Context: an optimization exercise on an open-source flow, tuned for small area. The choices shown serve that exercise and are no tape-out recipe.
Function was checked by simulation only, so behaviour that the tests miss may differ from the original.
No run shown here takes its clock network from TritonCTS; it comes from the design's own scripts or RTL.
No driver is modelled on the clock port, so clock power and skew are understated where the tree is cut down; a real chip needs a root buffer or a tree.
Power and IR drop assume default switching activity.

$ cat flow/run.sh
#!/bin/bash
# Layout flow: the standard ORFS flow (standard.sh) with three changes:
#  - synthesis maps the logic with an area-oriented ABC script (abc.script);
#    the registers are the standard synthesis's (ABC does not touch them);
#  - port buffers are the smallest buffer, sky130_fd_sc_hd__buf_1;
#  - a one-level clock tree of 4 buffers (flow/manual_cts.tcl) in place of
#    clock_tree_synthesis.
# Each tool's output goes to the ORFS logs; make's output to standard.log.
set -euo pipefail
here=$(pwd)
cp flow/abc.script "$here/abc_area_opt.script"
cat > "$here/synth_opt.tcl" <<TCL
proc abc {args} {
  set i [lsearch -exact \$args -script]
  if { \$i >= 0 } { lset args [expr { \$i + 1 }] $here/abc_area_opt.script }
  yosys abc {*}\$args
}
source $here/synth_recipe.tcl
TCL
sed "s#SYNTH_SCRIPT=[^ ]*#SYNTH_SCRIPT=$here/synth_opt.tcl#" standard.sh > standard_opt.sh
export BUFFER_PORTS_ARGS="-buffer_cell sky130_fd_sc_hd__buf_1"
export PRE_CTS_TCL="$here/flow/manual_cts.tcl"
export CTS_ARGS="-sink_clustering_enable -repair_clock_nets -dont_use_dummy_load -buf_list sky130_fd_sc_hd__clkbuf_4"
bash standard_opt.sh > standard.log 2>&1
$ cat flow/abc.script
strash
dc2
dc2
dch -f
amap
topo
$ cat flow/manual_cts.tcl
# Sourced by ORFS's cts.tcl before clock tree synthesis (PRE_CTS_TCL).
# Replaces clock_tree_synthesis with a one-level tree: the flip-flops are
# split into 4 clusters by their placement (k-means) and each cluster gets one
# clock buffer, placed at its centre and driven by the clock port. The rest of
# cts.tcl (legalisation, timing repair) runs as usual.
proc clock_tree_synthesis { args } {
  set K 4
  set buf sky130_fd_sc_hd__buf_6
  set block [ord::get_db_block]
  set net [$block findNet s_axis_aclk]
  set pts {}
  foreach it [$net getITerms] {
    set i [$it getInst]
    set bb [$i getBBox]
    lappend pts [list [expr { ([$bb xMin] + [$bb xMax]) / 2000.0 }] \
      [expr { ([$bb yMin] + [$bb yMax]) / 2000.0 }] \
      [$i getName] [[$it getMTerm] getName]]
  }
  set n [llength $pts]
  puts "manual_cts: $n clock sinks, $K clusters of $buf"
  set srt [lsort -real -index 0 $pts]
  set cs {}
  for { set k 0 } { $k < $K } { incr k } {
    set p [lindex $srt [expr { int(($k + 0.5) * $n / $K) }]]
    lappend cs [list [lindex $p 0] [lindex $p 1]]
  }
  for { set it 0 } { $it < 50 } { incr it } {
    set asg {}
    foreach p $pts {
      set best 0
      set bd 1e18
      for { set k 0 } { $k < $K } { incr k } {
        set c [lindex $cs $k]
        set d [expr { pow([lindex $p 0] - [lindex $c 0], 2) + pow([lindex $p 1] - [lindex $c 1], 2) }]
        if { $d < $bd } {
          set bd $d
          set best $k
        }
      }
      lappend asg $best
    }
    set ncs {}
    for { set k 0 } { $k < $K } { incr k } {
      set sx 0
      set sy 0
      set m 0
      foreach p $pts a $asg {
        if { $a == $k } {
          set sx [expr { $sx + [lindex $p 0] }]
          set sy [expr { $sy + [lindex $p 1] }]
          incr m
        }
      }
      if { $m > 0 } {
        lappend ncs [list [expr { $sx / $m }] [expr { $sy / $m }]]
      } else {
        lappend ncs [lindex $cs $k]
      }
    }
    set cs $ncs
  }
  for { set k 0 } { $k < $K } { incr k } {
    set pins {}
    foreach p $pts a $asg {
      if { $a == $k } {
        lappend pins [get_pins "[lindex $p 2]/[lindex $p 3]"]
      }
    }
    if { [llength $pins] == 0 } {
      continue
    }
    puts "manual_cts: cluster $k, [llength $pins] sinks at [lindex $cs $k]"
    insert_buffer -buffer_cell $buf -net s_axis_aclk -load_pins $pins \
      -location [lindex $cs $k] -buffer_name clkbuf_leaf_$k \
      -net_name clknet_leaf_$k
  }
  set_propagated_clock [all_clocks]
}
$ cat standard.sh
#!/bin/bash
# synth_recipe.tcl (not shown) runs the flow's synth.tcl, then flattens the netlist and writes it again
# the make line also repeats each setting of config.mk as NAME=value (left out here)
make -C /OpenROAD-flow-scripts/flow DESIGN_CONFIG=/design/flow/config.mk WORK_HOME=/design/flow/orfs CLKGATE_MAP_FILE= SYNTH_SCRIPT=/design/flow/synth_recipe.tcl "${@:-finish}"
$ cat config.mk
export PLATFORM = sky130hd
export DESIGN_NAME = axis_jtag_v1_0
export DESIGN_NICKNAME = axis_jtag_v1_0
export VERILOG_FILES = /design/flow/design.v
export SDC_FILE = /design/flow/constraint.sdc
export NUM_CORES = 4
export LEC_CHECK = 0
export CAP_MARGIN = 0
export CORE_MARGIN = 2
export CORE_UTILIZATION = 60
export SLEW_MARGIN = 0
$ cat constraint.sdc
create_clock -name core_clock -period 10.0 [get_ports {s_axis_aclk}]
set_input_delay 2.0000 -clock core_clock [delete_from_list [all_inputs] [get_ports {s_axis_aclk}]]
set_output_delay 2.0000 -clock core_clock [all_outputs]
set_load 0.01 [all_outputs]
$ cat design.v
`timescale 1 ns / 1 ps
module axis_jtag_v1_0 #
(
   parameter integer C_S_AXIS_DATA_WIDTH   = 64,
   parameter integer C_S_AXIS_DATA_LENGTH  = 32,
   parameter integer C_TCK_CLOCK_RATIO     = 4
)
(
   input  wire                                  channel,
   input  wire                                  s_axis_aclk,
   input  wire                                  s_axis_aresetn,
   input  wire [C_S_AXIS_DATA_WIDTH-1 : 0]      s_axis_tdata,
   input  wire                                  s_axis_tvalid,
   output wire                                  s_axis_tready,
   input  wire [7 : 0]                          s_axis_tkeep,
   input  wire                                  s_axis_tlast,
   output wire                                  TCK_0,
   output wire                                  TMS_0,
   output wire                                  TDI_0,
   input  wire                                  TDO_0,
   output wire                                  TCK_1,
   output wire                                  TMS_1,
   output wire                                  TDI_1,
   input  wire                                  TDO_1
);
   reg  [7:0]  c;
   reg  [30:0] a;
   reg  [30:0] b;
   reg         tms_r;
   reg         tdi_r;
   wire        active = ~c[7];
   wire        pull   = c[7] & c[0];
   wire        ready  = c[7] & c[1];
   wire        turn   = active;
   wire        inc    = ~(pull & ~s_axis_tvalid);
   always @(posedge s_axis_aclk) begin
      if (!s_axis_aresetn)
         c <= 8'd128;
      else if (ready)
         c <= 8'd0;
      else
         c <= c + {7'd0, inc};
   end
   wire [30:0] du = {s_axis_tdata[16], s_axis_tdata[1], s_axis_tdata[17], s_axis_tdata[2], s_axis_tdata[18], s_axis_tdata[3], s_axis_tdata[19], s_axis_tdata[4], s_axis_tdata[20], s_axis_tdata[5], s_axis_tdata[21], s_axis_tdata[6], s_axis_tdata[22], s_axis_tdata[7], s_axis_tdata[23], s_axis_tdata[8], s_axis_tdata[24], s_axis_tdata[9], s_axis_tdata[25], s_axis_tdata[10], s_axis_tdata[26], s_axis_tdata[11], s_axis_tdata[27], s_axis_tdata[12], s_axis_tdata[28], s_axis_tdata[13], s_axis_tdata[29], s_axis_tdata[14], s_axis_tdata[30], s_axis_tdata[15], s_axis_tdata[31]};
   wire [30:0] dv = {s_axis_tdata[33], s_axis_tdata[49], s_axis_tdata[34], s_axis_tdata[50], s_axis_tdata[35], s_axis_tdata[51], s_axis_tdata[36], s_axis_tdata[52], s_axis_tdata[37], s_axis_tdata[53], s_axis_tdata[38], s_axis_tdata[54], s_axis_tdata[39], s_axis_tdata[55], s_axis_tdata[40], s_axis_tdata[56], s_axis_tdata[41], s_axis_tdata[57], s_axis_tdata[42], s_axis_tdata[58], s_axis_tdata[43], s_axis_tdata[59], s_axis_tdata[44], s_axis_tdata[60], s_axis_tdata[45], s_axis_tdata[61], s_axis_tdata[46], s_axis_tdata[62], s_axis_tdata[47], s_axis_tdata[63], s_axis_tdata[48]};
   always @(posedge s_axis_aclk) begin
      a <= ~((du & {31{pull}}) | (dv & {31{ready}}) |
             ({b[29:0], b[30]} & {31{turn}}));
      b <= a;
   end
   always @(posedge s_axis_aclk) begin
      if (c[1] & (c[0] | c[7])) begin
         tms_r <= ready ? ~s_axis_tdata[0]  : a[0];
         tdi_r <= ready ? ~s_axis_tdata[32] : ~b[0];
      end
   end
   wire tck = active & c[1];
   wire tms = active & ~tms_r;
   wire tdi = active & ~tdi_r;
   assign s_axis_tready = ready;
   assign TCK_0 = ~channel & tck;
   assign TMS_0 = ~channel & tms;
   assign TDI_0 = ~channel & tdi;
   assign TCK_1 =  channel & tck;
   assign TMS_1 =  channel & tms;
   assign TDI_1 =  channel & tdi;
endmodule
==> out/results.txt, run 1 <==
Number of hold violations in the final report -> 0
Post-cts sizing count -> 0
Max-capacitance violation count -> 0
Port-buffer cells -> 74
P per Cell Area -> 292 nW/µm²
Maximum number of pins on one net before global-route repair -> 36
Combined area of all synthesized cells -> 2000 µm²
Row cnt -> 20
Category of the worst setup path capture point -> primary output
Startpoint types -> input port
WL final -> 4290 µm
Placed wire-length estimate after detailed placement -> 3000 µm
Post-synthesis sequential area ratio -> 73.2%
Total number of yosys warnings -> 1
Mean instance size in the synthesized netlist -> 13.6 µm²
Core Footprint -> 3100 µm²
Cts hold-fix bufs -> 0
Number of global-route vias before repair -> 1450
Count of final max-slew check failures -> 0
Wire length per cell -> 15.9 µm
Distinct cell type count after synthesis -> 17
Initial cell density of the core -> 64.3%
Global-route wire length before repair -> 6450 µm
Worst Path Arrival -> 2600 ps
DRC marker count from the first detailed-route iteration -> 159
Worst Clk Skew -> 10.8 ps
Final setup viols -> 0
Layout-stage area growth over the synthesis result -> 19.4%
Length of the first detailed-routing pass in iterations -> 7
Status -> complete, no violations
Type of the worst setup path -> in -> out
Period minus WS final -> 4600 ps
Peak supply drop -> 0.000188 V
Class of the most critical hold timing path -> reg -> reg
Leakage power total -> 0.860 nW
Count of fill cells added during filler insertion -> 220
Final antenna-violating net count -> 0
ANT cells -> 0
Clock edge transition at the registers on the reported setup and hold paths -> 110 ps
Worst slew margin -> 39.4%
Sum Neg Setup Slack -> 0 ps
Source-to-sink clock delay at the later pin of the worst-skew pair -> 140 ps
Total I/O pin count -> 86
Worst slew pin tran -> 904 ps
Number of nets in the final layout -> 309
Total gr overflow -> 0
Net count after synthesis -> 228
Synthesized instance count -> 147
# Post-CTS Setup Buffers -> 0
Number of synthesized register bits -> 72
Remaining design rule violation count -> 0
CP required -> 8000 ps
Post-Place Cells -> 266
Placer Congestion -> 0.792
Antenna violations before repair -> 0
Share of the clock period used by the worst path after layout -> 46.0%
DIE WIDTH -> 61.7 µm
Die area -> 3800 µm²
Per-cell via count in the routed design -> 5.90
Layout cells sized above 1 -> 2.65%
RSZ-0062 raised after global routing -> false
DIE HEIGHT -> 61.7 µm
Crit Path Max Fanout -> 4
Overall track demand over capacity in global routing -> 22.6%
Via count -> 1592
Count of non-filler cells in the finished layout -> 270
Max Clk Rate -> 217 MHz
[final timing paths]
kind	startpoint	end	slack, ps	cells after the start
worst max register to register	c[7]	c[5]	7140	8
worst min-delay path	a[21]	b[21]	340	0
worst max-delay path	channel	TCK_1	5400	4
worst min register to register	a[21]	b[21]	340	0
[cell type report, without the clock buffers]
class / instances / area, µm² / area share, %
Sequential cell: 72 / 1460 / 61.3
Inverter: 7 / 26.3 / 1.10
Multi-Input combinational cell: 68 / 510 / 21.4
Tap cell: 44 / 55.1 / 2.31
Timing Repair Buffer: 75 / 285 / 12.0
[Yosys cell counts]
library cell,instances,share of area [%]
sky130_fd_sc_hd__a211oi_1,1,0.38
sky130_fd_sc_hd__clkinv_1,7,1.3
sky130_fd_sc_hd__nand2_1,5,0.94
sky130_fd_sc_hd__and2_0,1,0.31
sky130_fd_sc_hd__nor2_1,7,1.3
sky130_fd_sc_hd__a21oi_1,4,1.0
sky130_fd_sc_hd__o22ai_1,1,0.31
sky130_fd_sc_hd__a222oi_1,31,16
sky130_fd_sc_hd__nand3_1,3,0.75
sky130_fd_sc_hd__and3_1,2,0.63
sky130_fd_sc_hd__ha_1,2,1.3
sky130_fd_sc_hd__nor3_1,6,1.5
sky130_fd_sc_hd__o221ai_1,1,0.44
sky130_fd_sc_hd__edfxtp_1,2,3.0
sky130_fd_sc_hd__or2_0,1,0.31
sky130_fd_sc_hd__dfxtp_1,70,70
sky130_fd_sc_hd__o21ai_0,3,0.75
[registers in the layout, summed over array words and instances, names as in the netlist]
| register | flops |
|---|---|
| tdi_r | 1 |
| tms_r | 1 |
| a | 31 |
| c | 8 |
| b | 31 |
[critical path, cell delays in order]
cell and delay (ps):
sky130_fd_sc_hd__buf_1 150, sky130_fd_sc_hd__clkinv_1 130, sky130_fd_sc_hd__nor3_1 150, sky130_fd_sc_hd__buf_1 180
[cells by family after synthesis]
family | Yosys count | share of synthesized area [%]
buffers and inverters | 7 | 1.32
AOI/OAI and AO/OA | 41 | 18.4
adders and majority gates | 2 | 1.25
and+or+nand+nor | 25 | 5.77
DFF | 72 | 73.2
[layer usage]
metal | wire length, µm | global-route usage (%) | share of wire, % | vias up
li1 | - | - | - | 755
met1 | 1810 | 30.8 | 42 | 750
met5 | 0 | 0 | 0 | -
met4 | 110 | 4.86 | 2.6 | 0
met2 | 2080 | 39.1 | 48 | 78
met3 | 293 | 2.73 | 6.8 | 9
[power by group]
part | internal, mW | switching, mW | total (mW)
clock network | 0.0324 | 0.0645 | 0.0968
logic | 0.0669 | 0.0898 | 0.157
registers | 0.404 | 0.0384 | 0.442
[placed cells by master, fill, tap and decap left out]
cell	instances
sky130_fd_sc_hd__a211oi_1	1
sky130_fd_sc_hd__a21oi_1	4
sky130_fd_sc_hd__a222oi_1	31
sky130_fd_sc_hd__and2_0	1
sky130_fd_sc_hd__and3_1	2
sky130_fd_sc_hd__buf_1	74
sky130_fd_sc_hd__buf_4	1
sky130_fd_sc_hd__buf_6	4
sky130_fd_sc_hd__clkinv_1	7
sky130_fd_sc_hd__dfxtp_1	70
sky130_fd_sc_hd__edfxtp_1	2
sky130_fd_sc_hd__ha_1	2
sky130_fd_sc_hd__nand2_1	5
sky130_fd_sc_hd__nand3_1	3
sky130_fd_sc_hd__nor2_1	6
sky130_fd_sc_hd__nor2_2	1
sky130_fd_sc_hd__nor3_1	6
sky130_fd_sc_hd__o21ai_0	3
sky130_fd_sc_hd__o221ai_1	1
sky130_fd_sc_hd__o22ai_1	1
sky130_fd_sc_hd__or2_0	1
[metrics by stage]
stage / utilization, % / setup WS, ps / area (µm²) / power, mW / hold slack [ps]
2_1_floorplan: - / 5650 / 2000 / 0.540 / 310
3_3_place_gp: 75.4 / 5450 / 2340 / 0.587 / 311
3_5_place_dp: 75.4 / 5410 / 2340 / 0.603 / 313
4_1_cts: 76.8 / 5400 / 2380 / 0.697 / 339
5_1_grt: 76.8 / 5300 / 2380 / 0.734 / 341
6_report: 76.8 / 5400 / 2380 / 0.696 / 339
==> run 2: changes to the inputs <==
--- a/flow/run.sh
+++ b/flow/run.sh
@@ -3,7 +3,7 @@
 #  - synthesis maps the logic with an area-oriented ABC script (abc.script);
 #    the registers are the standard synthesis's (ABC does not touch them);
 #  - port buffers are the smallest buffer, sky130_fd_sc_hd__buf_1;
-#  - a one-level clock tree of 4 buffers (flow/manual_cts.tcl) in place of
+#  - a one-level clock tree of 4 buffers (buf_6, flow/manual_cts.tcl) in place of
 #    clock_tree_synthesis.
 # Each tool's output goes to the ORFS logs; make's output to standard.log.
 set -euo pipefail
==> out/results.txt, run 2 <==
Status -> complete, no violations
Clock edge transition at the registers on the reported setup and hold paths -> 110 ps
P per Cell Area -> 292 nW/µm²
Synthesized instance count -> 147
Leakage power total -> 0.860 nW
Sum Neg Setup Slack -> 0 ps
Placed wire-length estimate after detailed placement -> 3000 µm
Row cnt -> 20
Die area -> 3800 µm²
Layout cells sized above 1 -> 2.65%
Fraction of registers with async set or reset after synthesis -> 0%
Cell with the largest stage delay on the worst path -> sky130_fd_sc_hd__buf_1
WL final -> 4290 µm
Count of final max-slew check failures -> 0
Period minus WS final -> 4600 ps
Wire length per cell -> 15.9 µm
Antenna violations before repair -> 0
Crit Path Max Fanout -> 4
Number of synthesized register bits -> 72
Worst R2R Path Depth -> 8
Core Footprint -> 3100 µm²
Net count after synthesis -> 228
Number of nets in the final layout -> 309
Delay-heaviest family, CP -> buffers and inverters
Layout-stage area growth over the synthesis result -> 19.4%
Top cells by count, synth -> 70 x sky130_fd_sc_hd__dfxtp_1, 31 x sky130_fd_sc_hd__a222oi_1, 7 x sky130_fd_sc_hd__clkinv_1, 7 x sky130_fd_sc_hd__nor2_1, 6 x sky130_fd_sc_hd__nor3_1
Worst slew margin -> 39.4%
End-of-flow core utilization -> 76.8%
Via count -> 1592
Class of the most critical hold timing path -> reg -> reg
Combined area of all synthesized cells -> 2000 µm²
Top_reg_cell synth -> sky130_fd_sc_hd__dfxtp_1
Most used standard cell by instance count after synthesis -> sky130_fd_sc_hd__dfxtp_1
Max Clk Rate -> 217 MHz
Sum of buffers and inverters on the critical path -> 3
# Post-CTS Setup Buffers -> 0
Worst path max stage delay -> 180 ps
Type of the worst setup path -> in -> out
Footprint of the multi-input gates -> 510 µm²
DIE HEIGHT -> 61.7 µm
Worst Clk Skew -> 10.8 ps
Fraction of synthesized cell area taken by the top area cell type -> 70.2%
Peak supply drop -> 0.000188 V
Startpoint types -> input port
Worst Path Arrival -> 2600 ps
Placer Congestion -> 0.792
Initial cell density of the core -> 64.3%
CP required -> 8000 ps
FF+latch area -> 1460 µm²
Crit-path most repeated cell -> sky130_fd_sc_hd__buf_1
Global-route wire length before repair -> 6450 µm
ANT cells -> 0
DIE WIDTH -> 61.7 µm
Category of the worst setup path capture point -> primary output
Maximum number of pins on one net before global-route repair -> 36
Total I/O pin count -> 86
Final antenna-violating net count -> 0
Final setup viols -> 0
Max-capacitance violation count -> 0
Count of fill cells added during filler insertion -> 220
Leading registers by flop count -> a (31), b (31), c (8)
Mean instance size in the synthesized netlist -> 13.6 µm²
Total gr overflow -> 0
Source-to-sink clock delay at the later pin of the worst-skew pair -> 140 ps
Port-buffer cells -> 74
Post-cts sizing count -> 0
Worst slew pin tran -> 904 ps
Length of the first detailed-routing pass in iterations -> 7
Number of global-route vias before repair -> 1450
Top library cells by usage in the layout, fill and taps aside -> 74 x sky130_fd_sc_hd__buf_1, 70 x sky130_fd_sc_hd__dfxtp_1, 31 x sky130_fd_sc_hd__a222oi_1, 7 x sky130_fd_sc_hd__clkinv_1
Distinct cell type count after synthesis -> 17
DRC marker count from the first detailed-route iteration -> 159
Leading cell type in the layout, fill and taps excluded -> sky130_fd_sc_hd__buf_1
Cell count of the worst hold path -> 0
Sequence of cells on the critical path -> buf_1 > clkinv_1 > nor3_1 > buf_1
Cts hold-fix bufs -> 0
Number of hold violations in the final report -> 0
Share of the clock period used by the worst path after layout -> 46.0%
Remaining design rule violation count -> 0
Number of enable-type register cells in the synthesized netlist -> 2
RSZ-0062 raised after global routing -> false
Overall track demand over capacity in global routing -> 22.6%
Post-synthesis sequential area ratio -> 73.2%
Number of stages on the worst setup path -> 4
Total number of yosys warnings -> 1
Post-synth top area cell -> sky130_fd_sc_hd__dfxtp_1
Per-cell via count in the routed design -> 5.90
Top cells by area in the synthesized netlist -> sky130_fd_sc_hd__dfxtp_1 70%, sky130_fd_sc_hd__a222oi_1 16%, sky130_fd_sc_hd__edfxtp_1 3.0%
==> run 2: cell counts in the layout (fill, tap and decap cells not counted) <==
Identical to the previous run, type by type.
==> run 2: kinds of logic after synthesis <==
| family | count (synthesis) | synth area share [%] |
|---|---|---|
| AO/OA/AOI/OAI | 41 | 18.4 |
| AND/OR/NAND/NOR | 25 | 5.77 |
| flip-flops | 72 | 73.2 |
| buffers and inverters | 7 | 1.32 |
| adder cells (fa/ha/maj) | 2 | 1.25 |
==> run 2: path summary, 6_finish.rpt <==
check / from / slack, ps / end
worst max-delay path: channel / 5400 / TCK_1
worst min-delay path: a[21] / 340 / b[21]
worst max register to register: c[7] / 7140 / c[5]
worst min register to register: a[21] / 340 / b[21]
==> run 2: per-layer routing <==
| metal | GRT usage, % | routed length [µm] | up-vias |
|---|---|---|---|
| li1 | - | - | 755 |
| met1 | 30.8 | 1810 | 750 |
| met2 | 39.1 | 2080 | 78 |
| met3 | 2.73 | 293 | 9 |
| met4 | 4.86 | 110 | 0 |
| met5 | 0 | 0 | - |
==> run 2: power by group <==
group          total [mW]  internal, mW  switching, mW
Combinational       0.157        0.0669         0.0898
Sequential          0.442         0.404         0.0384
Clock              0.0968        0.0324         0.0645
==> run 2: metrics by stage <==
stage,hold slack (ps),total power [mW],worst slack [ps],area (µm²),std cells
floorplan,310,0.540,5650,2000,147
global route,341,0.734,5300,2380,270
CTS,339,0.697,5400,2380,270
detailed placement,313,0.603,5410,2340,266
global placement,311,0.587,5450,2340,266
finish,339,0.696,5400,2380,270
==> run 2: layout make-up, without the clock buffers <==
type                            count  area share (%)
Sequential cell                    72            61.3
Multi-Input combinational cell     68            21.4
Timing Repair Buffer               75            12.0
Tap cell                           44            2.31
Inverter                            7            1.10
==> run 3: changes to the inputs <==
--- a/design.v
+++ b/design.v
@@ -23,23 +23,29 @@
    output wire                                  TDI_1,
    input  wire                                  TDO_1
 );
-   reg  [7:0]  c;
+   reg         f;         
+   reg  [1:0]  q;         
+   reg  [4:0]  p;         
    reg  [30:0] a;
    reg  [30:0] b;
    reg         tms_r;
    reg         tdi_r;
-   wire        active = ~c[7];
-   wire        pull   = c[7] & c[0];
-   wire        ready  = c[7] & c[1];
+   wire        active = ~f;
+   wire        pull   = f & ~q[1] & q[0];
+   wire        ready  = f & q[1] & q[0];
    wire        turn   = active;
-   wire        inc    = ~(pull & ~s_axis_tvalid);
+   wire        last   = active & q[1] & ~q[0];    
+   wire [5:0]  pn     = {1'b0, p} + {5'd0, last};
    always @(posedge s_axis_aclk) begin
-      if (!s_axis_aresetn)
-         c <= 8'd128;
-      else if (ready)
-         c <= 8'd0;
-      else
-         c <= c + {7'd0, inc};
+      if (!s_axis_aresetn) begin
+         f <= 1'b1;
+         q <= 2'b00;
+      end else begin
+         f    <= f ? ~ready : pn[5];
+         q[0] <= ~q[1];
+         q[1] <= q[0] & (active | (~q[1] & s_axis_tvalid));
+      end
+      p <= f ? 5'd0 : pn[4:0];
    end
    wire [30:0] du = {s_axis_tdata[16], s_axis_tdata[1], s_axis_tdata[17], s_axis_tdata[2], s_axis_tdata[18], s_axis_tdata[3], s_axis_tdata[19], s_axis_tdata[4], s_axis_tdata[20], s_axis_tdata[5], s_axis_tdata[21], s_axis_tdata[6], s_axis_tdata[22], s_axis_tdata[7], s_axis_tdata[23], s_axis_tdata[8], s_axis_tdata[24], s_axis_tdata[9], s_axis_tdata[25], s_axis_tdata[10], s_axis_tdata[26], s_axis_tdata[11], s_axis_tdata[27], s_axis_tdata[12], s_axis_tdata[28], s_axis_tdata[13], s_axis_tdata[29], s_axis_tdata[14], s_axis_tdata[30], s_axis_tdata[15], s_axis_tdata[31]};
    wire [30:0] dv = {s_axis_tdata[33], s_axis_tdata[49], s_axis_tdata[34], s_axis_tdata[50], s_axis_tdata[35], s_axis_tdata[51], s_axis_tdata[36], s_axis_tdata[52], s_axis_tdata[37], s_axis_tdata[53], s_axis_tdata[38], s_axis_tdata[54], s_axis_tdata[39], s_axis_tdata[55], s_axis_tdata[40], s_axis_tdata[56], s_axis_tdata[41], s_axis_tdata[57], s_axis_tdata[42], s_axis_tdata[58], s_axis_tdata[43], s_axis_tdata[59], s_axis_tdata[44], s_axis_tdata[60], s_axis_tdata[45], s_axis_tdata[61], s_axis_tdata[46], s_axis_tdata[62], s_axis_tdata[47], s_axis_tdata[63], s_axis_tdata[48]};
@@ -49,12 +55,12 @@
       b <= a;
    end
    always @(posedge s_axis_aclk) begin
-      if (c[1] & (c[0] | c[7])) begin
+      if (last | ready) begin
          tms_r <= ready ? ~s_axis_tdata[0]  : a[0];
          tdi_r <= ready ? ~s_axis_tdata[32] : ~b[0];
       end
    end
-   wire tck = active & c[1];
+   wire tck = active & q[1];
    wire tms = active & ~tms_r;
    wire tdi = active & ~tdi_r;
    assign s_axis_tready = ready;
==> out/results.txt, run 3 <==
Status -> complete, no violations
Cts hold-fix bufs -> 0
Worst slew pin tran -> 964 ps
Type of the worst setup path -> in -> out
# Post-CTS Setup Buffers -> 0
Worst Clk Skew -> 21.9 ps
Total I/O pin count -> 86
Post-cts sizing count -> 0
Worst slew margin -> 35.3%
Placed wire-length estimate after detailed placement -> 2670 µm
Layout-stage area growth over the synthesis result -> 20.4%
Worst path max stage delay -> 170 ps
P per Cell Area -> 212 nW/µm²
Class of the most critical hold timing path -> reg -> reg
Count of fill cells added during filler insertion -> 224
Final antenna-violating net count -> 0
Sequence of cells on the critical path -> buf_1 > clkinv_1 > nor3_1 > buf_1
Source-to-sink clock delay at the later pin of the worst-skew pair -> 140 ps
Number of enable-type register cells in the synthesized netlist -> 2
Final WS setup -> 5410 ps
Total number of yosys warnings -> 1
Top cells by area in the synthesized netlist -> sky130_fd_sc_hd__dfxtp_1 71%, sky130_fd_sc_hd__a222oi_1 16%, sky130_fd_sc_hd__edfxtp_1 3.0%
Top library cells by usage in the layout, fill and taps aside -> 74 x sky130_fd_sc_hd__buf_1, 70 x sky130_fd_sc_hd__dfxtp_1, 31 x sky130_fd_sc_hd__a222oi_1, 8 x sky130_fd_sc_hd__clkinv_1, 6 x sky130_fd_sc_hd__nor2_1
Antenna violations before repair -> 0
Post-synthesis sequential area ratio -> 74.1%
Fraction of registers with async set or reset after synthesis -> 0%
Most used standard cell by instance count after synthesis -> sky130_fd_sc_hd__dfxtp_1
Per-cell via count in the routed design -> 5.76
Period minus WS final -> 4590 ps
FF+latch area -> 1460 µm²
Count of final max-slew check failures -> 0
Reg-to-reg slack, setup -> 6900 ps
ANT cells -> 0
Top cells by count, synth -> 70 x sky130_fd_sc_hd__dfxtp_1, 31 x sky130_fd_sc_hd__a222oi_1, 8 x sky130_fd_sc_hd__clkinv_1
Maximum number of pins on one net before global-route repair -> 36
Design area -> 2370 µm²
Die area -> 3760 µm²
Worst R2R Path Depth -> 4
Remaining design rule violation count -> 0
Length of the first detailed-routing pass in iterations -> 6
Core Footprint -> 3080 µm²
Cell with the largest stage delay on the worst path -> sky130_fd_sc_hd__buf_1
Footprint of the multi-input gates -> 490 µm²
Port-buffer cells -> 74
DIE WIDTH -> 61.3 µm
Initial cell density of the core -> 64.1%
Total gr overflow -> 0
DRC marker count from the first detailed-route iteration -> 208
Worst-case setup slack after placement -> 5410 ps
Combined area of all synthesized cells -> 1970 µm²
Overall track demand over capacity in global routing -> 21.1%
Crit Path Max Fanout -> 4
Peak supply drop -> 0.000164 V
Number of nets in the final layout -> 304
Leading registers by flop count -> a (31), b (31), p (5)
Placer Congestion -> 0.765
DIE HEIGHT -> 61.3 µm
Crit-path most repeated cell -> sky130_fd_sc_hd__buf_1
Wire length per cell -> 14.6 µm
Leading cell type in the layout, fill and taps excluded -> sky130_fd_sc_hd__buf_1
Distinct cell type count after synthesis -> 16
Launch point of the critical path -> channel
Share of the clock period used by the worst path after layout -> 45.9%
Fraction of synthesized cell area taken by the top area cell type -> 71.1%
Mean instance size in the synthesized netlist -> 14.0 µm²
Net count after synthesis -> 222
Row cnt -> 20
WL final -> 3870 µm
CP required -> 8000 ps
Max-capacitance violation count -> 0
Worst Path Arrival -> 2590 ps
Post-route total power -> 0.505 mW
RSZ-0062 raised after global routing -> false
Layout cells sized above 1 -> 3.62%
Via count -> 1527
Post-synth top area cell -> sky130_fd_sc_hd__dfxtp_1
Number of synthesized register bits -> 72
Number of hold violations in the final report -> 0
Synthesized instance count -> 141
Endpoint of the lowest-slack register-to-register path -> a[6]
Top_reg_cell synth -> sky130_fd_sc_hd__dfxtp_1
Placed cell areas -> 2330 µm²
Startpoint of the most critical register-to-register path -> f
Number of global-route vias before repair -> 1372
Critical Path End -> TMS_1
Startpoint types -> input port
End-of-flow core utilization -> 77.2%
Global-route wire length before repair -> 6060 µm
Sum Neg Setup Slack -> 0 ps
Clock edge transition at the registers on the reported setup and hold paths -> 110 ps
Max Clk Rate -> 218 MHz
Final setup viols -> 0
Leakage power total -> 0.864 nW
Category of the worst setup path capture point -> primary output
==> run 3: logic make-up (layout without fill, tap and decap cells) <==
group / after synthesis / after routing / synth area share [%]
AO/OA/AOI/OAI: 42 / 42 / 19.0
adder cells (fa/ha/maj): 2 / 2 / 1.27
AND/OR/NAND/NOR: 17 / 17 / 4.06
flip-flops: 72 / 72 / 74.1
buffers and inverters: 8 / 88 / 1.52
==> run 3: worst min path at each step <==
stage          slack [ps]  endpoint  start  cells after the start
3_3_place_gp          310     b[21]  a[21]                      0
5_1_grt               340     b[26]  a[26]                      0
2_1_floorplan         310     b[10]  a[10]                      0
6_report              340     b[11]  a[11]                      0
4_1_cts               340     b[22]  a[22]                      0
3_5_place_dp          310     b[22]  a[22]                      0
==> run 3: final cells by class, without the clock buffers <==
| cell class | instances | area share, % |
|---|---|---|
| Inverter | 8 | 1.26 |
| Multi-Input combinational cell | 61 | 20.7 |
| Sequential cell | 72 | 61.5 |
| Tap cell | 44 | 2.32 |
| Timing Repair Buffer | 76 | 12.3 |
==> run 3: stage by stage <==
step,std cells,hold slack [ps]
after floorplan,141,310
after detailed placement,261,312
after CTS,265,338
after global placement,261,311
final,265,337
after global routing,265,344
==> run 3: power breakdown <==
group          switching [mW]  leakage (nW)  total [mW]  internal, mW
Sequential             0.0168         0.603       0.358         0.341
Combinational          0.0265         0.237      0.0509        0.0243
Clock                  0.0632        0.0242      0.0955        0.0323
Total                   0.107         0.864       0.505         0.398
==> run 3: routing by layer <==
metal,wire length (µm),GRT usage (%),up-vias,share of wire [%]
met1,1570,28.6,710,41
li1,-,-,734,-
met3,327,2.94,2,8.5
met4,16,2.48,0,0.41
met5,0,0,-,0
met2,1950,37.2,81,50
==> run 3: worst max-delay path: cells and delay by family <==
family | cells | cell delay [ps]
simple gates | 1 | 140
buf+inv | 3 | 440
==> run 4: changes to the inputs <==
==> flow/abc.script (replaced) <==
strash
dch
amap
topo
==> out/results.txt, run 4 <==
RSZ-0062 raised after global routing -> false
Startpoint types -> input port
DRC marker count from the first detailed-route iteration -> 135
Number of hold violations in the final report -> 0
Share of the clock period used by the worst path after layout -> 46.1%
Source-to-sink clock delay at the later pin of the worst-skew pair -> 140 ps
Worst slew pin tran -> 952 ps
Leakage power total -> 0.846 nW
DIE HEIGHT -> 61.3 µm
DIE WIDTH -> 61.3 µm
Synthesized instance count -> 142
Final antenna-violating net count -> 0
Cts hold-fix bufs -> 0
Class of the most critical hold timing path -> reg -> reg
Top library cells by usage in the layout, fill and taps aside -> 74 x sky130_fd_sc_hd__buf_1, 70 x sky130_fd_sc_hd__dfxtp_1, 31 x sky130_fd_sc_hd__a222oi_1, 8 x sky130_fd_sc_hd__clkinv_1, 7 x sky130_fd_sc_hd__nor2_1
WL final -> 3670 µm
Top cells by count, synth -> 70 x sky130_fd_sc_hd__dfxtp_1, 31 x sky130_fd_sc_hd__a222oi_1, 8 x sky130_fd_sc_hd__clkinv_1
Port-buffer cells -> 74
Top cells by area in the synthesized netlist -> sky130_fd_sc_hd__dfxtp_1 71%, sky130_fd_sc_hd__a222oi_1 16%, sky130_fd_sc_hd__edfxtp_1 3.0%
Number of nets in the final layout -> 305
# Post-CTS Setup Buffers -> 0
Total I/O pin count -> 86
Max-capacitance violation count -> 0
Number of synthesized register bits -> 72
Post-route total power -> 0.447 mW
Worst path max stage delay -> 170 ps
CP required -> 8000 ps
Final setup viols -> 0
Net count after synthesis -> 223
Sequence of cells on the critical path -> buf_1 > clkinv_1 > nor3_1 > buf_1
Initial cell density of the core -> 64.0%
Worst Path Arrival -> 2610 ps
Placed wire-length estimate after detailed placement -> 2560 µm
Maximum number of pins on one net before global-route repair -> 36
Max Clk Rate -> 217 MHz
Remaining design rule violation count -> 0
Placer Congestion -> 0.734
Proportion of total power due to net switching -> 19.1%
Cell with the largest stage delay on the worst path -> sky130_fd_sc_hd__buf_1
Clock edge transition at the registers on the reported setup and hold paths -> 90 ps
Worst Clk Skew -> 18.9 ps
Reg-to-reg slack, setup -> 6890 ps
Post-cts sizing count -> 0
Die area -> 3760 µm²
Antenna violations before repair -> 0
Design area -> 2370 µm²
Main combinational cell family by area after synthesis -> compound AO/OA/AOI/OAI gates
Net Switching -> 0.0854 mW
Endpoint of the lowest-slack register-to-register path -> a[4]
Total number of yosys warnings -> 1
Overall track demand over capacity in global routing -> 21.0%
Simple-gate portion of the synthesized area -> 4.57%
Period minus WS final -> 4610 ps
Combined area of all synthesized cells -> 1970 µm²
Placed cell areas -> 2330 µm²
Sum of buffers and inverters on the critical path -> 3
Layout cells sized above 1 -> 3.60%
Startpoint of the most critical register-to-register path -> f
Crit-path most repeated cell -> sky130_fd_sc_hd__buf_1
Delay-heaviest family, CP -> buffers and inverters
Total gr overflow -> 0
Share of synthesized cell area in full adder, half adder and majority cells -> 1.27%
Register share of total power -> 71.9%
Critical Path End -> TDI_1
Crit Path Max Fanout -> 4
Multiplexer share of the synthesized area -> 0%
Global-route wire length before repair -> 6100 µm
Mean instance size in the synthesized netlist -> 13.9 µm²
Leading registers by flop count -> a (31), b (31), p (5)
Most used standard cell by instance count after synthesis -> sky130_fd_sc_hd__dfxtp_1
Top_reg_cell synth -> sky130_fd_sc_hd__dfxtp_1
Compound-cell area share of the yosys netlist -> 18.5%
Launch point of the critical path -> channel
Distinct cell type count after synthesis -> 16
Type of the worst setup path -> in -> out
Number of enable-type register cells in the synthesized netlist -> 2
Peak supply drop -> 0.000159 V
Number of stages on the worst setup path -> 4
Layout-stage area growth over the synthesis result -> 20.4%
Number of global-route vias before repair -> 1397
Fraction of registers with async set or reset after synthesis -> 0%
Fraction of synthesized cell area taken by the top area cell type -> 71.1%
Post-synthesis sequential area ratio -> 74.2%
Row cnt -> 20
Core Footprint -> 3080 µm²
Wire length per cell -> 13.8 µm
ANT cells -> 0
Worst R2R Path Depth -> 4
Status -> complete, no violations
Per-cell via count in the routed design -> 5.56
P per Cell Area -> 188 nW/µm²
Share of power burned in combinational logic -> 6.7%
Count of final max-slew check failures -> 0
Worst slew margin -> 36.2%
Leading cell type in the layout, fill and taps excluded -> sky130_fd_sc_hd__buf_1
Synth Area in XOR/XNOR -> 0%
Length of the first detailed-routing pass in iterations -> 7
Post-synth top area cell -> sky130_fd_sc_hd__dfxtp_1
Internal power of the cells -> 0.362 mW
Via count -> 1478
Clock Power Share -> 21.4%
Sum Neg Setup Slack -> 0 ps
Category of the worst setup path capture point -> primary output
-- run 4: cell families (layout without fill, tap and decap cells) --
kind of cell    after synthesis  in the layout
compound gates               40             40
fa+ha+maj                     2              2
simple gates                 20             20
buf+inv                       8             88
flops                        72             72
-- run 4: power by group through the flow --
| stage | Sequential (mW) | Combinational, mW | Clock [mW] |
|---|---|---|---|
| 5_1_grt | 0.324 | 0.0338 | 0.109 |
| 3_5_place_dp | 0.328 | 0.0299 | 0 |
| 2_1_floorplan | 0.325 | 0.0158 | 0 |
| 4_1_cts | 0.322 | 0.0301 | 0.0978 |
| 6_report | 0.322 | 0.0299 | 0.0956 |
| 3_3_place_gp | 0.327 | 0.0285 | 0 |
-- run 4: through the flow --
step	hold WS, ps	instances	util, %	setup slack [ps]
2_1_floorplan	310	142	-	4890
3_3_place_gp	310	262	75.7	5450
3_5_place_dp	312	262	75.7	5400
4_1_cts	334	266	77.1	5410
5_1_grt	345	266	77.1	5270
6_report	334	266	77.1	5390
-- run 4: worst min path at each step --
stage	cells past startpoint	endpoint	startpoint
2_1_floorplan	0	b[10]	a[10]
3_3_place_gp	0	b[26]	a[26]
3_5_place_dp	0	b[2]	a[2]
4_1_cts	0	b[2]	a[2]
5_1_grt	0	b[29]	a[29]
6_report	0	b[2]	a[2]
-- run 4: final cells by class, without the clock buffers --
class                      instances  area, µm²
sequential                        72       1460
fill                             227        704
multi-input combinational         62        489
timing repair buffer              76        293
tap                               44       55.1
inverter                           8       30.0
-- run 4: routing by layer --
metal / vias to the layer above / wire [µm] / GRT usage [%] / part of all wire [%]
li1: 735 / - / - / -
met1: 676 / 1590 / 29.0 / 43
met2: 63 / 1770 / 37.4 / 48
met3: 4 / 280 / 2.10 / 7.6
met4: 0 / 32 / 1.86 / 0.87
met5: - / 0 / 0 / 0
==> run 5: changes to the inputs <==
--- a/design.v
+++ b/design.v
@@ -31,8 +31,8 @@
    reg         tms_r;
    reg         tdi_r;
    wire        active = ~f;
-   wire        pull   = f & ~q[1] & q[0];
-   wire        ready  = f & q[1] & q[0];
+   wire        pull   = f & ~q[1];           
+   wire        ready  = f & q[1];            
    wire        turn   = active;
    wire        last   = active & q[1] & ~q[0];    
    wire [5:0]  pn     = {1'b0, p} + {5'd0, last};
==> out/results.txt, run 5 <==
Share of the clock period used by the worst path after layout -> 46.3%
Per-cell via count in the routed design -> 5.71
Distinct cell type count after synthesis -> 15
Post-synth top area cell -> sky130_fd_sc_hd__dfxtp_1
Top_reg_cell synth -> sky130_fd_sc_hd__dfxtp_1
Register share of total power -> 71.4%
Post-cts sizing count -> 0
Top library cells by usage in the layout, fill and taps aside -> 74 x sky130_fd_sc_hd__buf_1, 70 x sky130_fd_sc_hd__dfxtp_1, 31 x sky130_fd_sc_hd__a222oi_1, 9 x sky130_fd_sc_hd__nor2_1, 5 x sky130_fd_sc_hd__clkinv_1
Type of the worst setup path -> in -> out
Class of the most critical hold timing path -> reg -> reg
Row cnt -> 20
Max Clk Rate -> 216 MHz
Number of nets in the final layout -> 300
Top cells by area in the synthesized netlist -> sky130_fd_sc_hd__dfxtp_1 72%, sky130_fd_sc_hd__a222oi_1 16%, sky130_fd_sc_hd__edfxtp_1 3.1%
Mean instance size in the synthesized netlist -> 14.1 µm²
Leakage power total -> 0.844 nW
Cts hold-fix bufs -> 0
Peak supply drop -> 0.000148 V
Number of hold violations in the final report -> 0
Worst slew pin tran -> 1310 ps
Top cells by count, synth -> 70 x sky130_fd_sc_hd__dfxtp_1, 31 x sky130_fd_sc_hd__a222oi_1, 10 x sky130_fd_sc_hd__nor2_1
Final antenna-violating net count -> 0
Worst Path Arrival -> 2630 ps
# Post-CTS Setup Buffers -> 0
Initial cell density of the core -> 63.7%
Number of global-route vias before repair -> 1342
CP required -> 8000 ps
Worst-case setup slack after placement -> 5380 ps
Period minus WS final -> 4630 ps
RSZ-0062 raised after global routing -> false
Final WS setup -> 5370 ps
DIE HEIGHT -> 61.1 µm
Fraction of synthesized cell area taken by the top area cell type -> 71.5%
Total gr overflow -> 0
Layout-stage area growth over the synthesis result -> 19.4%
Post-route total power -> 0.465 mW
Leading registers by flop count -> a (31), b (31), p (5)
Proportion of total power due to net switching -> 20.1%
Length of the first detailed-routing pass in iterations -> 7
Internal power of the cells -> 0.372 mW
P per Cell Area -> 199 nW/µm²
Post-synthesis sequential area ratio -> 74.6%
DIE WIDTH -> 61.1 µm
Wire length per cell -> 14.7 µm
Placed wire-length estimate after detailed placement -> 2600 µm
Clock edge transition at the registers on the reported setup and hold paths -> 120 ps
Startpoint types -> input port
Worst Clk Skew -> 31.0 ps
Max-capacitance violation count -> 0
Antenna violations before repair -> 0
Maximum number of pins on one net before global-route repair -> 36
Source-to-sink clock delay at the later pin of the worst-skew pair -> 140 ps
Final setup viols -> 0
Number of synthesized register bits -> 72
Layout cells sized above 1 -> 2.30%
ANT cells -> 0
Synthesized instance count -> 139
Startpoint of the most critical register-to-register path -> f
Number of enable-type register cells in the synthesized netlist -> 2
Net count after synthesis -> 220
Share of power burned in combinational logic -> 7.7%
Hold Path Origin -> a[18]
Fraction of registers with async set or reset after synthesis -> 0%
Placer Congestion -> 0.687
Core Footprint -> 3080 µm²
Remaining design rule violation count -> 0
Via count -> 1490
Overall track demand over capacity in global routing -> 20.5%
Port-buffer cells -> 74
Most used standard cell by instance count after synthesis -> sky130_fd_sc_hd__dfxtp_1
Net Switching -> 0.0936 mW
Die area -> 3740 µm²
Total number of yosys warnings -> 1
Count of non-filler cells in the finished layout -> 261
Global-route wire length before repair -> 5890 µm
DRC marker count from the first detailed-route iteration -> 200
Category of the worst setup path capture point -> primary output
Total I/O pin count -> 86
Count of final max-slew check failures -> 0
WL final -> 3850 µm
Launch point of the critical path -> channel
Status -> complete, no violations
Clock Power Share -> 20.9%
Crit Path Max Fanout -> 4
Combined area of all synthesized cells -> 1960 µm²
Sum Neg Setup Slack -> 0 ps
Post-Place Cells -> 257
Leading cell type in the layout, fill and taps excluded -> sky130_fd_sc_hd__buf_1
Worst slew margin -> 12.8%
-- run 5: changes by cell type in the layout (fill, tap and decap cells not counted), moves of 2 or more --
cell | previous run | this run
sky130_fd_sc_hd__clkinv_1 | 8 | 5
sky130_fd_sc_hd__buf_4 | 2 | 0
sky130_fd_sc_hd__nor2_1 | 7 | 9
sky130_fd_sc_hd__nor3_2 | 2 | 0
-- run 5: cell type report, without the clock buffers --
cell class	instances	area [µm²]
fillers	226	738
repair buffers	74	278
multi-input cells	62	482
well taps	44	55.1
flip-flops and latches	72	1460
inverters	5	18.8
-- run 5: through the flow --
stage,cell area (µm²),util (%),hold slack (ps)
finish,2340,76.0,329
global route,2340,76.0,336
CTS,2340,76.0,334
detailed placement,2290,74.6,314
global placement,2290,74.6,310
floorplan,1960,-,310
-- run 5: path summary, 6_finish.rpt --
| path | slack [ps] | end | cells past startpoint |
|---|---|---|---|
| setup / recovery | 5370 | TDI_1 | 4 |
| hold / removal | 330 | b[18] | 0 |
| setup reg to reg | 6680 | a[24] | 3 |
| hold reg to reg | 330 | b[18] | 0 |
-- run 5: logic make-up after synthesis --
kind of cell    after synthesis  synth area share (%)
fa+ha+maj                     2                  1.28
flops                        72                  74.6
simple gates                 21                  4.60
compound gates               39                  18.6
buf+inv                       5                 0.958
-- run 5: power by group through the flow --
| stage | clock, mW | combinational (mW) | sequential, mW |
|---|---|---|---|
| 4_1_cts | 0.0974 | 0.0360 | 0.333 |
| 3_3_place_gp | 0 | 0.0337 | 0.337 |
| 6_report | 0.0973 | 0.0358 | 0.332 |
| 2_1_floorplan | 0 | 0.0205 | 0.334 |
| 5_1_grt | 0.107 | 0.0405 | 0.335 |
| 3_5_place_dp | 0 | 0.0358 | 0.339 |
-- run 5: worst max-delay path, stage by stage --
cell	delay, ps
sky130_fd_sc_hd__buf_1	170
sky130_fd_sc_hd__clkinv_1	140
sky130_fd_sc_hd__nor3_1	150
sky130_fd_sc_hd__buf_1	170
-- run 5: metal layers --
metal / track usage, % / vias up / wire (µm)
li1: - / 721 / -
met5: 0 / - / 0
met2: 36.0 / 71 / 1790
met4: 3.11 / 0 / 24
met1: 27.8 / 696 / 1700
met3: 2.73 / 2 / 324
==> run 6: changes to the inputs <==
--- a/design.v
+++ b/design.v
@@ -31,8 +31,8 @@
    reg         tms_r;
    reg         tdi_r;
    wire        active = ~f;
-   wire        pull   = f & ~q[1];           
-   wire        ready  = f & q[1];            
+   wire        pull   = f & ~q[1] & q[0];
+   wire        ready  = f & q[1] & q[0];
    wire        turn   = active;
    wire        last   = active & q[1] & ~q[0];    
    wire [5:0]  pn     = {1'b0, p} + {5'd0, last};
--- a/flow/run.sh
+++ b/flow/run.sh
@@ -3,7 +3,7 @@
 #  - synthesis maps the logic with an area-oriented ABC script (abc.script);
 #    the registers are the standard synthesis's (ABC does not touch them);
 #  - port buffers are the smallest buffer, sky130_fd_sc_hd__buf_1;
-#  - a one-level clock tree of 4 buffers (buf_6, flow/manual_cts.tcl) in place of
+#  - a one-level clock tree of 4 buffers (clkbuf_8, flow/manual_cts.tcl) in place of
 #    clock_tree_synthesis.
 # Each tool's output goes to the ORFS logs; make's output to standard.log.
 set -euo pipefail
--- a/flow/manual_cts.tcl
+++ b/flow/manual_cts.tcl
@@ -5,7 +5,7 @@
 # cts.tcl (legalisation, timing repair) runs as usual.
 proc clock_tree_synthesis { args } {
   set K 4
-  set buf sky130_fd_sc_hd__buf_6
+  set buf sky130_fd_sc_hd__clkbuf_8
   set block [ord::get_db_block]
   set net [$block findNet s_axis_aclk]
   set pts {}
==> out/results.txt, run 6 <==
Via count -> 1499
Fraction of registers with async set or reset after synthesis -> 0%
Design area -> 2380 µm²
Most used standard cell by instance count after synthesis -> sky130_fd_sc_hd__dfxtp_1
Number of enable-type register cells in the synthesized netlist -> 2
Clock edge transition at the registers on the reported setup and hold paths -> 80 ps
Share of the clock period used by the worst path after layout -> 46.1%
Final WS setup -> 5390 ps
Number of nets in the final layout -> 305
Wire length per cell -> 14.3 µm
Net count after synthesis -> 223
P per Cell Area -> 191 nW/µm²
Post-synth top area cell -> sky130_fd_sc_hd__dfxtp_1
Distinct cell type count after synthesis -> 16
Cell count of the worst hold path -> 0
Total gr overflow -> 0
Layout-stage area growth over the synthesis result -> 21.0%
Count of non-filler cells in the finished layout -> 266
Per-cell via count in the routed design -> 5.64
Worst Clk Skew -> 23.2 ps
ANT cells -> 0
DIE WIDTH -> 61.3 µm
Hold worst-path end -> b[2]
Row cnt -> 20
Startpoint types -> input port
Port-buffer cells -> 74
Leakage power total -> 0.851 nW
Placed cell areas -> 2330 µm²
Top cells by count, synth -> 70 x sky130_fd_sc_hd__dfxtp_1, 31 x sky130_fd_sc_hd__a222oi_1, 8 x sky130_fd_sc_hd__clkinv_1
Cts hold-fix bufs -> 0
Number of hold violations in the final report -> 0
Final setup viols -> 0
Status -> complete, no violations
Post-synthesis sequential area ratio -> 74.2%
Top library cells by usage in the layout, fill and taps aside -> 74 x sky130_fd_sc_hd__buf_1, 70 x sky130_fd_sc_hd__dfxtp_1, 31 x sky130_fd_sc_hd__a222oi_1, 8 x sky130_fd_sc_hd__clkinv_1, 7 x sky130_fd_sc_hd__nor2_1
Number of global-route vias before repair -> 1372
Type of the worst setup path -> in -> out
Total number of yosys warnings -> 1
Worst slew pin tran -> 960 ps
Synthesized instance count -> 142
CP required -> 8000 ps
Crit Path Max Fanout -> 4
Category of the worst setup path capture point -> primary output
Antenna violations before repair -> 0
Top_reg_cell synth -> sky130_fd_sc_hd__dfxtp_1
Leading registers by flop count -> a (31), b (31), p (5)
Die area -> 3760 µm²
Endpoint of the lowest-slack register-to-register path -> a[4]
Source-to-sink clock delay at the later pin of the worst-skew pair -> 170 ps
Peak supply drop -> 0.000139 V
RSZ-0062 raised after global routing -> false
Leading cell type in the layout, fill and taps excluded -> sky130_fd_sc_hd__buf_1
Count of final max-slew check failures -> 0
Worst-case setup slack after placement -> 5400 ps
Worst slew margin -> 35.6%
Maximum number of pins on one net before global-route repair -> 36
Placer Congestion -> 0.734
DIE HEIGHT -> 61.3 µm
Worst R2R Path Depth -> 4
Class of the most critical hold timing path -> reg -> reg
Length of the first detailed-routing pass in iterations -> 7
Total I/O pin count -> 86
Number of synthesized register bits -> 72
Startpoint of the most critical register-to-register path -> f
Sum Neg Setup Slack -> 0 ps
Mean instance size in the synthesized netlist -> 13.9 µm²
WL final -> 3810 µm
Max Clk Rate -> 217 MHz
Post-Place Cells -> 262
Combined area of all synthesized cells -> 1970 µm²
Worst Path Arrival -> 2610 ps
Reg-to-reg slack, setup -> 6880 ps
# Post-CTS Setup Buffers -> 0
Final antenna-violating net count -> 0
Initial cell density of the core -> 64.0%
Post-cts sizing count -> 0
Fraction of synthesized cell area taken by the top area cell type -> 71.1%
Period minus WS final -> 4610 ps
Placed wire-length estimate after detailed placement -> 2560 µm
Core Footprint -> 3080 µm²
Remaining design rule violation count -> 0
Max-capacitance violation count -> 0
Hold Path Origin -> a[2]
Top cells by area in the synthesized netlist -> sky130_fd_sc_hd__dfxtp_1 71%, sky130_fd_sc_hd__a222oi_1 16%, sky130_fd_sc_hd__edfxtp_1 3.0%
Global-route wire length before repair -> 6220 µm
Layout cells sized above 1 -> 3.60%
Overall track demand over capacity in global routing -> 21.6%
DRC marker count from the first detailed-route iteration -> 117
## run 6: kinds of logic (layout without fill, tap and decap cells)
logic type | count (synthesis) | after routing | share of synthesized area (%)
adders and majority gates | 2 | 2 | 1.27
and+or+nand+nor | 20 | 20 | 4.57
AOI/OAI and AO/OA | 40 | 40 | 18.5
buffers and inverters | 8 | 88 | 1.52
DFF | 72 | 72 | 74.2
## run 6: worst max-delay path: stages
cell                       delay [ps]
sky130_fd_sc_hd__buf_1            160
sky130_fd_sc_hd__clkinv_1         120
sky130_fd_sc_hd__nor3_1           160
sky130_fd_sc_hd__buf_1            170
## run 6: where the power goes
group          leakage [nW]  internal [mW]  switching (mW)  total (mW)
sequential            0.601          0.314         0.00811       0.322
clock                0.0288         0.0371          0.0647       0.102
combinational         0.221         0.0157          0.0146      0.0303
## run 6: layout make-up, without the clock buffers
cell class / instances / area, µm²
multi-input cells: 62 / 489
well taps: 44 / 55.1
repair buffers: 76 / 293
inverters: 8 / 30.0
flip-flops and latches: 72 / 1460
fillers: 223 / 694
## run 6: stage by stage
step	hold slack (ps)	utilization [%]	total power [mW]
3_5_place_dp	312	75.7	0.358
2_1_floorplan	310	-	0.341
6_report	332	77.4	0.454
4_1_cts	332	77.4	0.455
3_3_place_gp	310	75.7	0.356
5_1_grt	343	77.4	0.474
## run 6: how the worst max path moves through the flow
stage / from / end / slack, ps
floorplan: f / s_axis_tready / 4890
detailed placement: channel / TDI_1 / 5400
global route: channel / TMS_1 / 5270
CTS: channel / TDI_1 / 5410
global placement: channel / TDI_1 / 5450
finish: channel / TDI_1 / 5390
## run 6: metal layers
metal | GRT usage, % | vias to the layer above | part of all wire, %
li1 | - | 734 | -
met1 | 31.1 | 700 | 44
met2 | 37.2 | 62 | 49
met3 | 2.10 | 3 | 6.5
met4 | 1.55 | 0 | 0.55
met5 | 0 | - | 0
==> run 7: changes to the inputs <==
--- a/design.v
+++ b/design.v
@@ -31,8 +31,8 @@
    reg         tms_r;
    reg         tdi_r;
    wire        active = ~f;
-   wire        pull   = f & ~q[1] & q[0];
-   wire        ready  = f & q[1] & q[0];
+   wire        pull   = f & ~q[1];           
+   wire        ready  = f & q[1];            
    wire        turn   = active;
    wire        last   = active & q[1] & ~q[0];    
    wire [5:0]  pn     = {1'b0, p} + {5'd0, last};
--- a/flow/run.sh
+++ b/flow/run.sh
@@ -3,7 +3,8 @@
 #  - synthesis maps the logic with an area-oriented ABC script (abc.script);
 #    the registers are the standard synthesis's (ABC does not touch them);
 #  - port buffers are the smallest buffer, sky130_fd_sc_hd__buf_1;
-#  - a one-level clock tree of 4 buffers (clkbuf_8, flow/manual_cts.tcl) in place of
+#  - a one-level clock tree of 4 buffers (buf_6, 4 equal clusters,
+#    flow/manual_cts.tcl) in place of
 #    clock_tree_synthesis.
 # Each tool's output goes to the ORFS logs; make's output to standard.log.
 set -euo pipefail
--- a/flow/manual_cts.tcl
+++ b/flow/manual_cts.tcl
@@ -1,11 +1,11 @@
 # Sourced by ORFS's cts.tcl before clock tree synthesis (PRE_CTS_TCL).
 # Replaces clock_tree_synthesis with a one-level tree: the flip-flops are
-# split into 4 clusters by their placement (k-means) and each cluster gets one
+# split into 4 clusters of equal size by their placement (k-means) and each cluster gets one
 # clock buffer, placed at its centre and driven by the clock port. The rest of
 # cts.tcl (legalisation, timing repair) runs as usual.
 proc clock_tree_synthesis { args } {
   set K 4
-  set buf sky130_fd_sc_hd__clkbuf_8
+  set buf sky130_fd_sc_hd__buf_6
   set block [ord::get_db_block]
   set net [$block findNet s_axis_aclk]
   set pts {}
@@ -24,20 +24,29 @@
     set p [lindex $srt [expr { int(($k + 0.5) * $n / $K) }]]
     lappend cs [list [lindex $p 0] [lindex $p 1]]
   }
+  # k-means with equal cluster sizes (at most ceil(n / K) sinks each):
+  # greedy assignment of the closest point-centre pairs first
+  set cap [expr { ($n + $K - 1) / $K }]
   for { set it 0 } { $it < 50 } { incr it } {
-    set asg {}
+    set pairs {}
+    set idx 0
     foreach p $pts {
-      set best 0
-      set bd 1e18
       for { set k 0 } { $k < $K } { incr k } {
         set c [lindex $cs $k]
-        set d [expr { pow([lindex $p 0] - [lindex $c 0], 2) + pow([lindex $p 1] - [lindex $c 1], 2) }]
-        if { $d < $bd } {
-          set bd $d
-          set best $k
-        }
+        lappend pairs [list [expr { pow([lindex $p 0] - [lindex $c 0], 2) + pow([lindex $p 1] - [lindex $c 1], 2) }] $idx $k]
       }
-      lappend asg $best
+      incr idx
+    }
+    set pairs [lsort -real -index 0 $pairs]
+    set asg [lrepeat $n -1]
+    set cnt [lrepeat $K 0]
+    foreach pr $pairs {
+      set i [lindex $pr 1]
+      set k [lindex $pr 2]
+      if { [lindex $asg $i] < 0 && [lindex $cnt $k] < $cap } {
+        lset asg $i $k
+        lset cnt $k [expr { [lindex $cnt $k] + 1 }]
+      }
     }
     set ncs {}
     for { set k 0 } { $k < $K } { incr k } {
==> out/results.txt, run 7 <==
Startpoint of the most critical register-to-register path -> f
Cts hold-fix bufs -> 0
FF+latch area -> 1460 µm²
Crit-path most repeated cell -> sky130_fd_sc_hd__buf_1
Port-buffer cells -> 74
Max Clk Rate -> 216 MHz
Worst path max stage delay -> 170 ps
Fraction of synthesized cell area taken by the top area cell type -> 71.5%
Fraction of registers with async set or reset after synthesis -> 0%
Leading registers by flop count -> a (31), b (31), p (5)
Clock edge transition at the registers on the reported setup and hold paths -> 100 ps
Top cells by area in the synthesized netlist -> sky130_fd_sc_hd__dfxtp_1 72%, sky130_fd_sc_hd__a222oi_1 16%, sky130_fd_sc_hd__edfxtp_1 3.1%
Placed wire-length estimate after detailed placement -> 2600 µm
Source-to-sink clock delay at the later pin of the worst-skew pair -> 130 ps
Sum Neg Setup Slack -> 0 ps
Status -> complete, no violations
Max-capacitance violation count -> 0
Cell with the largest stage delay on the worst path -> sky130_fd_sc_hd__buf_1
Count of fill cells added during filler insertion -> 225
Startpoint types -> input port
Period minus WS final -> 4630 ps
Layout cells sized above 1 -> 2.30%
Number of nets in the final layout -> 300
Reg-to-reg slack, setup -> 6680 ps
Distinct cell type count after synthesis -> 15
RSZ-0062 raised after global routing -> false
Top_reg_cell synth -> sky130_fd_sc_hd__dfxtp_1
Worst R2R Path Depth -> 3
Number of synthesized register bits -> 72
Share of the clock period used by the worst path after layout -> 46.3%
Register share of total power -> 71.5%
Synthesized instance count -> 139
Layout-stage area growth over the synthesis result -> 19.4%
Antenna violations before repair -> 0
CP required -> 8000 ps
Footprint of the multi-input gates -> 482 µm²
Leakage power total -> 0.844 nW
DIE HEIGHT -> 61.1 µm
Hold worst-path end -> b[9]
DRC marker count from the first detailed-route iteration -> 188
Post-cts sizing count -> 0
Share of power burned in combinational logic -> 7.7%
Wire length per cell -> 14.7 µm
Count of final max-slew check failures -> 0
Hold Path Origin -> a[9]
Worst slew pin tran -> 1300 ps
Die area -> 3740 µm²
Endpoint of the lowest-slack register-to-register path -> a[24]
Global-route wire length before repair -> 5900 µm
Top library cells by usage in the layout, fill and taps aside -> 74 x sky130_fd_sc_hd__buf_1, 70 x sky130_fd_sc_hd__dfxtp_1, 31 x sky130_fd_sc_hd__a222oi_1, 9 x sky130_fd_sc_hd__nor2_1, 5 x sky130_fd_sc_hd__clkinv_1
Overall track demand over capacity in global routing -> 20.6%
Worst slew margin -> 13.3%
Internal power of the cells -> 0.372 mW
Remaining design rule violation count -> 0
Final WS setup -> 5370 ps
Final antenna-violating net count -> 0
ANT cells -> 0
Number of enable-type register cells in the synthesized netlist -> 2
Most used standard cell by instance count after synthesis -> sky130_fd_sc_hd__dfxtp_1
Worst Clk Skew -> 5.28 ps
Total number of yosys warnings -> 1
Combined area of all synthesized cells -> 1960 µm²
Class of the most critical hold timing path -> reg -> reg
DIE WIDTH -> 61.1 µm
Total I/O pin count -> 86
Core Footprint -> 3080 µm²
Total gr overflow -> 0
Net count after synthesis -> 220
Initial cell density of the core -> 63.7%
Post-synthesis sequential area ratio -> 74.6%
Worst-case setup slack after placement -> 5380 ps
Per-cell via count in the routed design -> 5.70
Proportion of total power due to net switching -> 20.0%
Number of hold violations in the final report -> 0
Peak supply drop -> 0.000149 V
Top cells by count, synth -> 70 x sky130_fd_sc_hd__dfxtp_1, 31 x sky130_fd_sc_hd__a222oi_1, 10 x sky130_fd_sc_hd__nor2_1
Length of the first detailed-routing pass in iterations -> 5
Leading cell type in the layout, fill and taps excluded -> sky130_fd_sc_hd__buf_1
Post-synth top area cell -> sky130_fd_sc_hd__dfxtp_1
Mean instance size in the synthesized netlist -> 14.1 µm²
Final setup viols -> 0
Number of global-route vias before repair -> 1346
Category of the worst setup path capture point -> primary output
Crit Path Max Fanout -> 4
Via count -> 1489
Clock Power Share -> 20.8%
P per Cell Area -> 199 nW/µm²
# Post-CTS Setup Buffers -> 0
Maximum number of pins on one net before global-route repair -> 36
Placer Congestion -> 0.687
Net Switching -> 0.0930 mW
Row cnt -> 20
Sequence of cells on the critical path -> buf_1 > clkinv_1 > nor3_1 > buf_1
Type of the worst setup path -> in -> out
WL final -> 3840 µm
Worst Path Arrival -> 2630 ps
Cell count of the worst hold path -> 0
==> run 7: power groups by stage <==
stage	Combinational, mW	Clock, mW	Sequential, mW
after detailed placement	0.0358	0	0.339
after floorplan	0.0205	0	0.334
after CTS	0.0360	0.0976	0.332
after global routing	0.0405	0.108	0.335
final	0.0359	0.0965	0.332
after global placement	0.0337	0	0.337
==> run 7: worst max-delay path: cells and delay by family <==
family,cells,cell delay (ps)
buffers and inverters,3,480
AND/OR/NAND/NOR,1,150
==> run 7: cell families (layout without fill, tap and decap cells) <==
| logic type | after synthesis | count (layout) | synth area share (%) |
|---|---|---|---|
| simple gates | 21 | 21 | 4.60 |
| buf+inv | 5 | 83 | 0.958 |
| fa+ha+maj | 2 | 2 | 1.28 |
| compound gates | 39 | 39 | 18.6 |
| flops | 72 | 72 | 74.6 |
==> run 7: how the worst max path moves through the flow <==
stage               startpoint     to  slack [ps]  depth (start not counted)
floorplan              channel  TDI_1        5670                          2
global placement       channel  TMS_1        5450                          4
detailed placement     channel  TDI_1        5380                          4
CTS                    channel  TDI_1        5380                          4
global route           channel  TMS_1        5280                          4
finish                 channel  TDI_1        5370                          4
==> run 7: cell type report, without the clock buffers <==
class / instances / area share, %
Tap cell: 44 / 2.35
Sequential cell: 72 / 62.5
Multi-Input combinational cell: 62 / 20.6
Inverter: 5 / 0.802
Timing Repair Buffer: 74 / 11.9
==> run 7: per-layer routing <==
| layer | vias to the layer above | part of all wire, % | GRT usage [%] |
|---|---|---|---|
| met4 | 0 | 1.2 | 4.66 |
| met3 | 5 | 7.9 | 2.10 |
| met2 | 71 | 47 | 35.4 |
| met5 | - | 0 | 0 |
| li1 | 724 | - | - |
| met1 | 689 | 44 | 28.2 |
==> run 7: per-stage QoR <==
stage                     total power [mW]  utilization, %  hold slack (ps)  instances  instance area (µm²)
after floorplan                      0.354               -              310        139                 1960
after global placement               0.371            74.6              310        257                 2290
after detailed placement             0.374            74.6              314        257                 2290
after CTS                            0.466            76.0              337        261                 2340
after global routing                 0.484            76.0              346        261                 2340
final                                0.465            76.0              337        261                 2340

[separate check: timing with driven ports]
In the flow no input, the clock included, has a driving cell. The finished layouts below were timed again as built, in two steps.
Step 1: set_driving_cell puts a clkbuf_16 on s_axis_aclk and a buf_2 on each other input, an assumption about the parent block.
Step 2 also shifts input and output timing later by t, the mid clock arrival at the registers, as if the neighbouring blocks saw the same clock.
a / b / c = ideal / step 1 / step 2; a / b = the first two.
run | t (ns) | setup slack, ns | hold slack, ns | worst setup path after step 2
run 1 | 0.188 | 5.402 / 5.377 / 5.377 | 0.339 / 0.339 / 0.339 | input to output
run 2 | 0.188 | 5.402 / 5.377 / 5.377 | 0.339 / 0.339 / 0.339 | input to output
run 3 | 0.182 | 5.412 / 5.389 / 5.389 | 0.337 / 0.337 / 0.337 | input to output
run 4 | 0.183 | 5.392 / 5.370 / 5.370 | 0.334 / 0.334 / 0.334 | input to output
run 5 | 0.182 | 5.369 / 5.347 / 5.347 | 0.329 / 0.329 / 0.329 | input to output
run 6 | 0.202 | 5.389 / 5.367 / 5.367 | 0.332 / 0.332 / 0.332 | input to output
run 7 | 0.186 | 5.368 / 5.346 / 5.346 | 0.337 / 0.337 / 0.337 | input to output
After both steps setup and hold are still met in every run listed.
